This is an optimization exercise on Yosys and OpenROAD, whose aim is small area and a short achievable clock period, not a production implementation. In this exercise RTL edits were held to simulation tests only and were not proved equivalent to the original. The clock port is modelled as an ideal driver; clocking choices that lean on that would not hold on a real chip. Power is estimated from default activity; no workload was simulated.

## the previous run
## Parameterized_ALU
module Parameterized_ALU#(parameter N = 16)(
    input clk,
    input [N-1:0] A,
    input [N-1:0] B,
    input [3:0] ALU_Func,
    output reg [N-1:0] ALU_out,
    output reg Carry,
    output  Arith,
    output  Shift,
    output  CMP,
    output  Logic
    );
    wire sub = ALU_Func[0] | ALU_Func[3];
    wire [15:0] bx = B ^ {16{sub}};
    wire [16:0] c;
    wire [15:0] s;
    assign c[0] = sub;
    genvar i;
    generate for (i = 0; i < 16; i = i + 1) begin : add
      assign s[i] = A[i] ^ bx[i] ^ c[i];
      assign c[i+1] = (A[i] & bx[i]) | (c[i] & (A[i] ^ bx[i]));
    end endgenerate
    wire lt = ~c[16];             
    wire eq = ~|(A ^ B);
    wire gt = ~lt & ~eq;
    wire [15:0] md;
    alu_muldiv u_md(.A(A), .B(B), .div(ALU_Func[0]), .Y(md));
    always @(posedge clk) begin
        Carry <= 1'b0;
        case (ALU_Func)
            4'b0000: {Carry, ALU_out} <= {c[16], s};
            4'b0001: {Carry, ALU_out} <= {lt, s};
            4'b0010: ALU_out <= md;
            4'b0011: ALU_out <= md;
            4'b0100: ALU_out <= A & B;
            4'b0101: ALU_out <= A | B;
            4'b0110: ALU_out <= ~(A & B);
            4'b0111: ALU_out <= ~(A | B);
            4'b1000: ALU_out <= A ^ B;
            4'b1001: ALU_out <= ~(A ^ B);
            4'b1010: ALU_out <= {15'b0, eq};
            4'b1011: ALU_out <= {14'b0, gt, 1'b0};
            4'b1100: ALU_out <= {14'b0, lt, lt};
            4'b1101: ALU_out <= {1'b0, A[15:1]};
  ...
Size: ~1800 cells after synthesis, ~17 flip-flops, about 0.010 mm^2 of cells after synthesis.
export LEC_CHECK = 0
export ABC_AREA = 1
export CAP_MARGIN = 20
export CORE_MARGIN = 2
export CORE_UTILIZATION = 40
export SLEW_MARGIN = 20
create_clock -name core_clock -period 35.0 [get_ports {clk}]
standard.sh (not shown) runs the stock make flow with config.mk's settings and CLKGATE_MAP_FILE= SYNTH_SCRIPT=/design/flow/synth_recipe.tcl, a recipe that flattens the netlist after the stock synthesis.
==> flow/flow/run.sh <==
#!/bin/bash
# The standard layout, with the port buffers made of sky130_fd_sc_hd__buf_2 cells
# (the standard flow picks clkdlybuf4s50_1; every port still gets its buffer), and one more
# timing repair after clock tree synthesis (flow/resize_cts.tcl).
set -euo pipefail
export BUFFER_PORTS_ARGS="-buffer_cell sky130_fd_sc_hd__buf_2"
bash standard.sh cts > standard_cts.log 2>&1
openroad -no_init -exit flow/resize_cts.tcl > resize_cts.log 2>&1
touch orfs/results/sky130hd/Parameterized_ALU/base/4_cts.sdc
bash standard.sh > standard.log 2>&1
==> flow/flow/resize_cts.tcl <==
# After clock tree synthesis: size up and buffer the slowest paths a little further than
# the standard flow's flow does (about 1 ns more setup slack at the design's clock period), then
# legalise the placement again. Registers keep their cell types (sizing only).
set results orfs/results/sky130hd/Parameterized_ALU/base
read_liberty $::env(FLOW_HOME)/platforms/sky130hd/lib/sky130_fd_sc_hd__tt_025C_1v80.lib
read_db $results/4_cts.odb
read_sdc $results/4_cts.sdc
source $::env(FLOW_HOME)/platforms/sky130hd/setRC.tcl
set_dont_use [list sky130_fd_sc_hd__probe_p_8 sky130_fd_sc_hd__probec_p_8 sky130_fd_sc_hd__lpflow_*]
estimate_parasitics -placement
set ws [expr [sta::worst_slack_cmd max] * 1e9]
puts "worst setup slack before: $ws ns"
report_design_area
repair_timing -setup -setup_margin [expr $ws + 1.0] -sequence "unbuffer,sizeup,swap,buffer" -repair_tns 100
detailed_placement
check_placement -verbose
estimate_parasitics -placement
puts "worst setup slack after: [expr [sta::worst_slack_cmd max] * 1e9] ns"
report_design_area
write_db $results/4_cts.odb
Modified inputs, the current run compared to the previous run
==> flow/flow/run.sh <==
#!/bin/bash
# The standard layout, with the port buffers made of sky130_fd_sc_hd__buf_2 cells
# (the standard flow picks clkdlybuf4s50_1). Every port still gets its buffer.
set -euo pipefail
export BUFFER_PORTS_ARGS="-buffer_cell sky130_fd_sc_hd__buf_2"
bash standard.sh > standard.log 2>&1
removed: flow/flow/resize_cts.tcl
Results
- The current run against the previous run: peak per-stage delay on the critical path went up; hold slack roughly the same; final standard cell utilization of the core fell by 0.70 points.
- Reported for the previous run and the current run, total of flip-flops plus latches after synthesis turned out identical to the last digit.
- Relative to the previous run, the final critical path time including I/O delays and setup of the current run is higher by 1100 ps.
- There was hardly any difference in power share of the clock group between the previous run and the current run.

Parameterized_ALU again, from the RTL that the note above started with.
Settings: LEC_CHECK=0, ABC_AREA=1, CAP_MARGIN=20, CORE_MARGIN=2, CORE_UTILIZATION=40, SLEW_MARGIN=20; clock period 35.0 ns.
==> flow/flow/run.sh <==
#!/bin/bash
# The standard layout, with the port buffers made of sky130_fd_sc_hd__buf_2 cells
# (the standard flow picks clkdlybuf4s50_1; every port still gets its buffer), and one more
# timing repair after clock tree synthesis (flow/resize_cts.tcl).
set -euo pipefail
export BUFFER_PORTS_ARGS="-buffer_cell sky130_fd_sc_hd__buf_2"
bash standard.sh cts > standard_cts.log 2>&1
openroad -no_init -exit flow/resize_cts.tcl > resize_cts.log 2>&1
touch orfs/results/sky130hd/Parameterized_ALU/base/4_cts.sdc
bash standard.sh > standard.log 2>&1
==> flow/flow/resize_cts.tcl <==
# After clock tree synthesis: size up and buffer the slowest paths a little further than
# the standard flow's flow does (about 1.6 ns more setup slack at the design's clock period), then
# legalise the placement again. Registers keep their cell types (sizing only).
set results orfs/results/sky130hd/Parameterized_ALU/base
read_liberty $::env(FLOW_HOME)/platforms/sky130hd/lib/sky130_fd_sc_hd__tt_025C_1v80.lib
read_db $results/4_cts.odb
read_sdc $results/4_cts.sdc
source $::env(FLOW_HOME)/platforms/sky130hd/setRC.tcl
set_dont_use [list sky130_fd_sc_hd__probe_p_8 sky130_fd_sc_hd__probec_p_8 sky130_fd_sc_hd__lpflow_*]
estimate_parasitics -placement
set ws [expr [sta::worst_slack_cmd max] * 1e9]
puts "worst setup slack before: $ws ns"
report_design_area
repair_timing -setup -setup_margin [expr $ws + 1.6] -sequence "unbuffer,sizeup,swap,buffer" -repair_tns 100
detailed_placement
check_placement -verbose
estimate_parasitics -placement
puts "worst setup slack after: [expr [sta::worst_slack_cmd max] * 1e9] ns"
report_design_area
write_db $results/4_cts.odb
Change:
==> flow/run.sh (new file) <==
#!/bin/bash
# synth_recipe.tcl (not shown) runs the flow's synth.tcl, then flattens the netlist and writes it again
# the make line also repeats each setting of config.mk as NAME=value (left out here)
make -C /OpenROAD-flow-scripts/flow DESIGN_CONFIG=/design/flow/config.mk WORK_HOME=/design/flow/orfs CLKGATE_MAP_FILE= SYNTH_SCRIPT=/design/flow/synth_recipe.tcl finish
removed: flow/flow/run.sh
removed: flow/flow/resize_cts.tcl
removed: flow/standard.sh
Total power is lower by a few percent.
Setup slack gets worse by 2100 ps.
Count of clock-buffer cells in the layout is unchanged.
Routed wire length barely changes.
Core utilization is lower by 0.63 points.
Cell area is lower slightly.
Die area stays the same.

[what the ideal ports hide]
In the flow no input, the clock included, has a driving cell. The finished layouts below were timed again as built, in two steps. Step 1, drivers: a clkbuf_16 drives clk and a buf_2 each remaining input, both assumed. Step 2 also shifts input and output timing later by t, the mid clock arrival at the registers, as if the neighbouring blocks saw the same clock. a / b / c = no drivers / after step 1 / after step 2; a / b = the first two.
run | t (ns) | setup WS [ns] | worst hold slack (ns) | worst data-port slew with drivers (ns)
the previous run | 0.303 | 10.883 / 10.899 / 10.595 | 7.216 / 7.203 / 7.416 | 0.04
the current run | 0.303 | 9.780 / 9.791 / 9.487 | 7.216 / 7.202 / 7.415 | 0.03
the first run of note 2 | 0.304 | 11.450 / 11.462 / 11.158 | 7.223 / 7.208 / 7.415 | 0.05
the second run of note 2 | 0.300 | 9.313 / 9.319 / 9.019 | 7.622 / 7.606 / 7.753 | 0.04
After both steps every run listed still meets setup and hold. The setup slack of the second run of note 2, which loses most, moves by +0.006 ns with the drivers and by -0.294 ns with both steps.
